From an optimization exercise on the open Yosys and OpenROAD flow, aimed at small area, a short achievable clock period and few clock cycles; shortcuts taken in it are not production practice.
RTL that was checked went through simulation tests only; none was proved equivalent to the original.

Setup of main:
// goldschmidt_divider_q4_4
module goldschmidt_divider_q4_4 (
    input  wire       clk,
    input  wire       rst_n,
    input  wire       start,
    input  wire [7:0] numerator,
    input  wire [7:0] denominator,
    output wire [7:0] quotient,
    output reg        valid,
    output reg        error
);
Size in the first run: ~1300 cells after synthesis, about 76 flip-flops, roughly 29 I/O pins, about 0.0090 mm² of cells after synthesis.
export LEC_CHECK = 0
export ABC_AREA = 1
export CAP_MARGIN = 20
export CORE_MARGIN = 2
export CORE_UTILIZATION = 55
export SETUP_SLACK_MARGIN = 1.5
export SLEW_MARGIN = 20
create_clock -name core_clock -period 8.0 [get_ports {clk}]
standard.sh (not shown) runs the stock make flow with config.mk's settings and CLKGATE_MAP_FILE= SYNTH_SCRIPT=/design/flow/synth_recipe.tcl, a recipe that flattens the netlist after the stock synthesis.
==> flow/flow/run.sh <==
#!/bin/bash
set -euo pipefail
bash standard.sh MATCH_CELL_FOOTPRINT=0 'BUFFER_PORTS_ARGS=-buffer_cell sky130_fd_sc_hd__buf_2' finish > standard.log 2>&1
### main -> the feature branch
--- a/flow/design.v
+++ b/flow/design.v
@@ -558,33 +558,26 @@
     assign m1_25 = bs0 ^ pp1[12] ^ pp2[9];
     assign m1_26 = (bs0 & pp1[12]) | (bs0 & pp2[9]) | (pp1[12] & pp2[9]);
     assign m1_27 = bs0 ^ pp1[13] ^ pp2[10];
     assign m1_28 = (bs0 & pp1[13]) | (bs0 & pp2[10]) | (pp1[13] & pp2[10]);
     assign m1_29 = bs0 ^ pp1[14] ^ pp2[11];
     assign m1_30 = (bs0 & pp1[14]) | (bs0 & pp2[11]) | (pp1[14] & pp2[11]);
     assign m1_31 = ~bs0 ^ ~bs1 ^ pp2[12];
     assign m1_32 = (~bs0 & ~bs1) | (~bs0 & pp2[12]) | (~bs1 & pp2[12]);
     assign m1_33 = 1'b1 ^ pp2[13];
     assign m1_34 = 1'b1 & pp2[13];
     wire [19:0] x_a = {m1_33, m1_31, m1_29, m1_27, m1_25, m1_23, m1_21, m1_19, m1_17, m1_15, m1_13, m1_11, m1_9, m1_7, m1_5, m1_3, m1_1, pp0[2], pp0[1], bs0};
     wire [19:0] x_b = {m1_32, m1_30, m1_28, m1_26, m1_24, m1_22, m1_20, m1_18, m1_16, m1_14, m1_12, m1_10, m1_8, m1_6, m1_4, m1_2, pp1[0], 1'b0, 1'b0, pp0[0]};
-    wire [8:0]  xlo = {1'b0, x_a[7:0]} + {1'b0, x_b[7:0]};
-    wire [5:0]  xm0 = x_a[13:8] + x_b[13:8];
-    wire [6:0]  xm1 = {1'b0, x_a[13:8]} + {1'b0, x_b[13:8]} + 7'd1;
-    wire [6:0]  xmc = {1'b0, x_a[13:8]} + {1'b0, x_b[13:8]};
-    wire [5:0]  xh0 = x_a[19:14] + x_b[19:14];
-    wire [5:0]  xh1 = x_a[19:14] + x_b[19:14] + 6'd1;
-    wire [5:0]  n2m = xlo[8] ? xm1[5:0] : xm0;
-    wire        c14 = xlo[8] ? xm1[6] : xmc[6];
-    wire [11:0] n2 = {c14 ? xh1 : xh0, n2m};
+    wire [19:0] x  = x_a + x_b;
+    wire [11:0] n2 = x[19:8];
     wire [1:0] s3 = ({2{cls == 3'd1}} & 2'd1) |
         ({2{cls == 3'd2}} & 2'd2) |
         ({2{cls == 3'd3}} & 2'd2) |
         ({2{cls == 3'd4}} & 2'd2) |
         ({2{cls == 3'd5}} & 2'd2) |
         ({2{cls == 3'd6}} & 2'd2) |
         ({2{cls == 3'd7}} & 2'd2);
     wire [1:0] es = ({2{cls == 3'd0}} & 2'd1) |
         ({2{cls == 3'd2}} & 2'd2) |
         ({2{cls == 3'd4}} & 2'd1);
     wire [2:0] e1 = ({3{cls == 3'd0}} & 3'd1) |
         ({3{cls == 3'd1}} & 3'd4) |
@@ -706,32 +699,25 @@
     assign m2_45 = m2_15 ^ ((e1_2 & n2[11]) | (e2_2 & n2[10])) ^ m2_14;
     assign m2_46 = (m2_15 & ((e1_2 & n2[11]) | (e2_2 & n2[10]))) | (m2_15 & m2_14) | (((e1_2 & n2[11]) | (e2_2 & n2[10])) & m2_14);
     assign m2_47 = m2_16 ^ m2_17 ^ ((e2_2 & n2[11]));
     assign m2_48 = (m2_16 & m2_17) | (m2_16 & ((e2_2 & n2[11]))) | (m2_17 & ((e2_2 & n2[11])));
     assign m2_49 = n2[9] ^ c2[17] ^ m2_18;
     assign m2_50 = (n2[9] & c2[17]) | (n2[9] & m2_18) | (c2[17] & m2_18);
     assign m2_51 = n2[10] ^ c2[18];
     assign m2_52 = n2[10] & c2[18];
     assign m2_53 = n2[11] ^ c2[19];
     assign m2_54 = n2[11] & c2[19];
     wire [19:0] y_a = {m2_53, m2_51, m2_49, m2_47, m2_45, m2_43, m2_41, m2_39, m2_37, m2_35, m2_33, m2_31, m2_29, m2_27, m2_25, m2_23, m2_21, m2_19, (es_0 ^ ((e1_0 & n2[1]) | (e2_0 & n2[0]))), c2[0]};
     wire [19:0] y_b = {m2_52, m2_50, m2_48, m2_46, m2_44, m2_42, m2_40, m2_38, m2_36, m2_34, m2_32, m2_30, m2_28, m2_26, m2_24, m2_22, m2_20, (es_1 ^ ((e1_1 & n2[0]))), 1'b0, (es_0 ^ ((e1_0 & n2[0])))};
-    wire [8:0]  ylo = {1'b0, y_a[7:0]} + {1'b0, y_b[7:0]};
-    wire [5:0]  ym0 = y_a[13:8] + y_b[13:8];
-    wire [6:0]  ym1 = {1'b0, y_a[13:8]} + {1'b0, y_b[13:8]} + 7'd1;
-    wire [6:0]  ymc = {1'b0, y_a[13:8]} + {1'b0, y_b[13:8]};
-    wire [5:0]  yh0 = y_a[19:14] + y_b[19:14];
-    wire [5:0]  yh1 = y_a[19:14] + y_b[19:14] + 6'd1;
-    wire        cy14 = ylo[8] ? ym1[6] : ymc[6];
-    wire [19:0] y  = {cy14 ? yh1 : yh0, ylo[8] ? ym1[5:0] : ym0, ylo[7:0]};
+    wire [19:0] y  = y_a + y_b;
     reg [11:0] n3;
     reg        sg;
     reg [2:0]  pb;
     reg [1:0]  sb;
     always @(posedge clk) begin
         n3    <= y[19:8];
         pb    <= usespa ? 3'd0 : pa;
         sb    <= usespa ? 2'd3 : s3;
         sg    <= sgna;
         error <= dza;
     end
     wire [5:0]  n3s = (sb == 2'd0) ? n3[11:6] :
==> comparison <==
main: PASS, flow complete, no timing, DRC or antenna violations
The feature branch: flow completed, timing, DRC and antenna clean
The non-clock buffer contribution to total cell area in the feature branch sits 0.93 points below the value recorded for main.
Summary of the feature branch over main: number of filler cells placed in the layout increased by about 4.4% relative to the old numbers; antenna cell count closely matched the old numbers.
Run comparison: main destination of the critical timing path n3[11]; the feature branch destination of the critical timing path n3[10]
In the feature branch, the cell count came out about 1.5% below the value in main.
Testbench counts of the feature branch, summed over its fixed seeds: cycles 32,000.
No functional check of the RTL was part of main.


Another version of the RTL of goldschmidt_divider_q4_4 (not shown whole).
For scale: about 1600 cells after synthesis, ~85 flip-flops, roughly 29 I/O pins, ~0.010 mm² of cells after synthesis.
Settings: LEC_CHECK=0, ABC_AREA=1, CAP_MARGIN=20, CORE_MARGIN=2, CORE_UTILIZATION=40, SETUP_SLACK_MARGIN=1.5, SLEW_MARGIN=20; clock period 8.0 ns.
Scripts as last shown in full above: flow/flow/run.sh
The baseline completed with no timing, DRC or antenna violations.
Testbench counts at the start, summed over its fixed seeds: cycles 32,000.
Rerun with:
--- a/flow/design.v
+++ b/flow/design.v
@@ -57,28 +57,12 @@
             4'b1001, 4'b1010: bd1 = 5'b10100;
             4'b1011, 4'b1100: bd1 = 5'b10010;
             default:          bd1 = 5'b10001;
         endcase
         bd2 = {1'b0, nr0[7] | (nr0[6] & nr0[5]), ~nr0[7] & (nr0[6] ^ nr0[5])};
     end
-    wire [12:0] k1a0 = ({13{cls0 == 3'd0}} & 13'd7224) |
-        ({13{cls0 == 3'd1}} & 13'd6783) |
-        ({13{cls0 == 3'd2}} & 13'd6240) |
-        ({13{cls0 == 3'd3}} & 13'd5840) |
-        ({13{cls0 == 3'd4}} & 13'd5328) |
-        ({13{cls0 == 3'd5}} & 13'd5004) |
-        ({13{cls0 == 3'd6}} & 13'd4658) |
-        ({13{cls0 == 3'd7}} & 13'd4369);
-    wire [14:0] k3a0 = ({15{cls0 == 3'd0}} & 15'd21672) |
-        ({15{cls0 == 3'd1}} & 15'd20349) |
-        ({15{cls0 == 3'd2}} & 15'd18720) |
-        ({15{cls0 == 3'd3}} & 15'd17520) |
-        ({15{cls0 == 3'd4}} & 15'd15984) |
-        ({15{cls0 == 3'd5}} & 15'd15012) |
-        ({15{cls0 == 3'd6}} & 15'd13974) |
-        ({15{cls0 == 3'd7}} & 15'd13107);
     reg [7:0] rom0;
     always @(*) begin
         case (nr0[6:0])
             7'd0: rom0 = 8'd0;
             7'd1: rom0 = 8'd187;
             7'd2: rom0 = 8'd229;
@@ -220,30 +204,41 @@
         else if (d160) spec0 = 8'h80;
         else           spec0 = rom0;
     end
     reg [4:0]  bdg0, bdg1;
     reg [2:0]  bdg2;
     reg [2:0]  pa, cls;
-    reg [11:0] k1r;
-    reg [14:0] k3;
     reg        sgna, dza, usespa;
     reg [7:0]  speca;
     always @(posedge clk) begin
         bdg0   <= bd0;
         bdg1   <= bd1;
         bdg2   <= bd2;
         pa     <= p0;
         cls    <= cls0;
-        k1r    <= k1a0[11:0];
-        k3     <= k3a0;
         sgna   <= sgn0;
         dza    <= dz0;
         usespa <= dz0 | eq0 | d160 | d1280;
         speca  <= spec0;
     end
-    wire [12:0] k1 = {1'b1, k1r};
+    wire [12:0] k1 = ({13{cls == 3'd0}} & 13'd7224) |
+        ({13{cls == 3'd1}} & 13'd6783) |
+        ({13{cls == 3'd2}} & 13'd6240) |
+        ({13{cls == 3'd3}} & 13'd5840) |
+        ({13{cls == 3'd4}} & 13'd5328) |
+        ({13{cls == 3'd5}} & 13'd5004) |
+        ({13{cls == 3'd6}} & 13'd4658) |
+        ({13{cls == 3'd7}} & 13'd4369);
+    wire [14:0] k3 = ({15{cls == 3'd0}} & 15'd21672) |
+        ({15{cls == 3'd1}} & 15'd20349) |
+        ({15{cls == 3'd2}} & 15'd18720) |
+        ({15{cls == 3'd3}} & 15'd17520) |
+        ({15{cls == 3'd4}} & 15'd15984) |
+        ({15{cls == 3'd5}} & 15'd15012) |
+        ({15{cls == 3'd6}} & 15'd13974) |
+        ({15{cls == 3'd7}} & 15'd13107);
     wire       bs0 = bdg0[4], bs1 = bdg1[4];
     wire [4:1] bm0 = bdg0[3:0], bm1 = bdg1[3:0];
     wire [4:1] bm2 = {2'b00, bdg2[1:0]};
     wire m1_1;
     wire m1_2;
     wire m1_3;
@@ -451,29 +446,27 @@
     assign m2_51 = n2[10] ^ c2[18];
     assign m2_52 = n2[10] & c2[18];
     assign m2_53 = n2[11] ^ c2[19];
     assign m2_54 = n2[11] & c2[19];
     wire [19:0] y_a = {m2_53, m2_51, m2_49, m2_47, m2_45, m2_43, m2_41, m2_39, m2_37, m2_35, m2_33, m2_31, m2_29, m2_27, m2_25, m2_23, m2_21, m2_19, (es_0 ^ ((e1_0 & n2[1]) | (e2_0 & n2[0]))), c2[0]};
     wire [19:0] y_b = {m2_52, m2_50, m2_48, m2_46, m2_44, m2_42, m2_40, m2_38, m2_36, m2_34, m2_32, m2_30, m2_28, m2_26, m2_24, m2_22, m2_20, (es_1 ^ ((e1_1 & n2[0]))), 1'b0, (es_0 ^ ((e1_0 & n2[0])))};
-    wire [12:0] ylo = {1'b0, y_a[11:0]} + {1'b0, y_b[11:0]};
-    reg [7:0]  yha, yhb;
-    reg [3:0]  n3lo;
-    reg        cy, sg;
+    wire [8:0] ylo = {1'b0, y_a[7:0]} + {1'b0, y_b[7:0]};
+    reg [11:0] ysb, ycb;
+    reg        c8b, sg;
     reg [2:0]  pb;
     reg [1:0]  sb;
     always @(posedge clk) begin
-        {yha, n3lo} <= usespa ? {3'd0, speca, 1'b0} : {y_a[19:12], ylo[11:8]};
-        yhb   <= usespa ? 8'd0 : y_b[19:12];
-        cy    <= ~usespa & ylo[12];
+        ysb   <= usespa ? {3'd0, speca, 1'b0} : y_a[19:8];
+        ycb   <= usespa ? 12'd0 : y_b[19:8];
+        c8b   <= ~usespa & ylo[8];
         pb    <= usespa ? 3'd0 : pa;
         sb    <= usespa ? 2'd3 : s3;
         sg    <= sgna;
         error <= dza;
     end
-    wire [8:0]  n3c = {yha, 1'b1} + {yhb, cy};    
-    wire [11:0] n3  = {n3c[8:1], n3lo};
+    wire [11:0] n3  = ysb + ycb + {11'd0, c8b};
     wire [5:0]  n3s = (sb == 2'd0) ? n3[11:6] :
                       (sb == 2'd1) ? {1'b0, n3[11:7]} :
                       (sb == 2'd2) ? {2'b0, n3[11:8]} : 6'd0;
     wire [12:0] n4  = {1'b0, n3} + {7'd0, n3s};
     wire [6:0]  ph = 7'd1 << pb;
     wire [8:0]  t = ({9{ph[0]}} & n4[8:0])  | ({9{ph[1]}} & n4[9:1])  |
Worst setup slack loses 0.32 ns.
Cell count is about the same.
Design area falls by 1.6%.
First-iteration DRC count came out lower by about 5%.
Global-route usage rose by 1.2 points.
Routed wire length grows by about 4%.
Hold slack barely changes.
Sequential cell count went down by 22.
The RTL of the second run of this note was laid out without a check of its function.


== pepper ==
goldschmidt_divider_q4_4 with an RTL version that a note above also has.
Size in the first run: roughly 1,300 cells after synthesis, roughly 29 I/O pins.
clock: 8.0 ns
lec_check: 0
abc_area: 1
cap_margin: 20
core_margin: 2
core_utilization: 55
setup_slack_margin: 2.0
slew_margin: 20
Scripts as last shown in full above: flow/flow/run.sh
Testbench counts of pepper, summed over its fixed seeds: cycles 32,000.
Input changes introduced in juniper (baseline for comparison: pepper):
--- a/flow/design.v
+++ b/flow/design.v
@@ -422,25 +422,27 @@
     wire eq0   = (nr0 == dr0);
     wire d160  = (dr0 == 8'h10) & nr0[7];
     wire d1280 = (denominator == 8'h80);
     wire usesp0 = dz0 | eq0 | d160 | d1280;
     reg [7:0] spec0;
     always @(*) begin
         if (dz0)       spec0 = 8'h00;
         else if (eq0)  spec0 = 8'h10;
         else if (d160) spec0 = 8'h80;
         else           spec0 = rom0;
     end
-    wire       bsa0 = bd0[4], bsa1 = bd1[4];
-    wire [4:1] bma0 = bd0[3:0], bma1 = bd1[3:0];
-    wire [4:1] bma2 = {2'b00, bd2[1:0]};
+    wire [4:0] bz0 = bd0 & {5{~usesp0}}, bz1 = bd1 & {5{~usesp0}};
+    wire [1:0] bz2 = bd2[1:0] & {2{~usesp0}};
+    wire       bsa0 = bz0[4], bsa1 = bz1[4];
+    wire [4:1] bma0 = bz0[3:0], bma1 = bz1[3:0];
+    wire [4:1] bma2 = {2'b00, bz2};
     wire ppa0_0 = (bsa0 ^ ((bma0[1] & k1a0[0]) | (bma0[3] & k3a0[0])));
     wire ppa0_1 = (bsa0 ^ ((bma0[1] & k1a0[1]) | (bma0[2] & k1a0[0]) | (bma0[3] & k3a0[1])));
     wire ppa0_2 = (bsa0 ^ ((bma0[1] & k1a0[2]) | (bma0[2] & k1a0[1]) | (bma0[3] & k3a0[2]) | (bma0[4] & k1a0[0])));
     wire ppa0_3 = (bsa0 ^ ((bma0[1] & k1a0[3]) | (bma0[2] & k1a0[2]) | (bma0[3] & k3a0[3]) | (bma0[4] & k1a0[1])));
     wire ppa0_4 = (bsa0 ^ ((bma0[1] & k1a0[4]) | (bma0[2] & k1a0[3]) | (bma0[3] & k3a0[4]) | (bma0[4] & k1a0[2])));
     wire ppa0_5 = (bsa0 ^ ((bma0[1] & k1a0[5]) | (bma0[2] & k1a0[4]) | (bma0[3] & k3a0[5]) | (bma0[4] & k1a0[3])));
     wire ppa0_6 = (bsa0 ^ ((bma0[1] & k1a0[6]) | (bma0[2] & k1a0[5]) | (bma0[3] & k3a0[6]) | (bma0[4] & k1a0[4])));
     wire ppa0_7 = (bsa0 ^ ((bma0[1] & k1a0[7]) | (bma0[2] & k1a0[6]) | (bma0[3] & k3a0[7]) | (bma0[4] & k1a0[5])));
     wire ppa0_8 = (bsa0 ^ ((bma0[1] & k1a0[8]) | (bma0[2] & k1a0[7]) | (bma0[3] & k3a0[8]) | (bma0[4] & k1a0[6])));
     wire ppa0_9 = (bsa0 ^ ((bma0[1] & k1a0[9]) | (bma0[2] & k1a0[8]) | (bma0[3] & k3a0[9]) | (bma0[4] & k1a0[7])));
     wire ppa0_10 = (bsa0 ^ ((bma0[1] & k1a0[10]) | (bma0[2] & k1a0[9]) | (bma0[3] & k3a0[10]) | (bma0[4] & k1a0[8])));
@@ -478,27 +480,27 @@
     wire ppa2_10 = ((bma2[1] & k1a0[10]) | (bma2[2] & k1a0[9]));
     wire ppa2_11 = ((bma2[1] & k1a0[11]) | (bma2[2] & k1a0[10]));
     wire ppa2_12 = ((bma2[1] & k1a0[12]) | (bma2[2] & k1a0[11]));
     wire ppa2_13 = ((bma2[2] & k1a0[12]));
     wire [13:0] ppa2 = {ppa2_13, ppa2_12, ppa2_11, ppa2_10, ppa2_9, ppa2_8, ppa2_7, ppa2_6, ppa2_5, ppa2_4, ppa2_3, ppa2_2, ppa2_1, ppa2_0};
     reg [14:0] pp0, pp1;
     reg [13:0] pp2;
     reg        bs0, bs1;
     reg [2:0]  pa, cls;
     reg        sgna, dza, usespa;
     always @(posedge clk) begin
-        pp0    <= usesp0 ? 15'd0 : ppa0;
-        pp1    <= usesp0 ? 15'd0 : ppa1;
-        pp2    <= usesp0 ? {3'd0, spec0, 3'd0} : ppa2;
-        bs0    <= ~usesp0 & bsa0;
-        bs1    <= ~usesp0 & bsa1;
+        pp0    <= ppa0;
+        pp1    <= ppa1;
+        pp2    <= ppa2 | {3'd0, spec0 & {8{usesp0}}, 3'd0};
+        bs0    <= bsa0;
+        bs1    <= bsa1;
         pa     <= p0;
         cls    <= cls0;
         sgna   <= sgn0;
         dza    <= dz0;
         usespa <= usesp0;
     end
     wire m1_1;
     wire m1_2;
     wire m1_3;
     wire m1_4;
     wire m1_5;
--- outcome ---
First-pass GRT wire length up about 3% in juniper wrt pepper. The run with more setup slack is pepper; juniper has less. The arrival time of data at the critical path endpoint of juniper is higher than that of pepper. Diff pepper..juniper | final routed DRC violation total | unchanged. Die: juniper smaller than pepper. Compared with pepper, juniper degrades clock period minus worst slack.
Only the layout flow was run in juniper; the RTL was not checked for function there.

[static timing again, ports no longer ideal]
No port has a modelled driver above. Below, the same layouts with a new extraction and two added sets of constraints.
Step 1 sets driving cells, clkbuf_16 on the clock port and buf_2 on the other inputs (assumed; they add their load-dependent delay and slew).
Step 2 times the ports against the registers' clock, not the clock port: input delays grow and output delays shrink by t, the midpoint of the rising clock arrivals with the driver on.
Three values: no drivers, after step 1, after step 2; two values: the first two.
run | t (ns) | setup WS [ns] | hold slack, ns
main | 0.383 | 1.653 / 1.653 / 1.653 | 0.325 / 0.325 / 0.325
the feature branch | 0.373 | 2.148 / 2.148 / 2.148 | 0.325 / 0.325 / 0.325
the first run of note 2 | 0.386 | 1.879 / 1.835 / 2.106 | 0.327 / 0.327 / 0.327
the second run of note 2 | 0.365 | 1.560 / 1.517 / 1.883 | 0.324 / 0.324 / 0.324
pepper | 0.374 | 2.399 / 2.399 / 2.301 | 0.325 / 0.325 / 0.325
juniper | 0.374 | 2.170 / 2.170 / 2.166 | 0.333 / 0.333 / 0.333
After both steps every run listed still meets setup and hold. For pepper, which loses most, drivers alone change the setup slack by 0.000 ns; drivers and shift together by -0.098 ns.
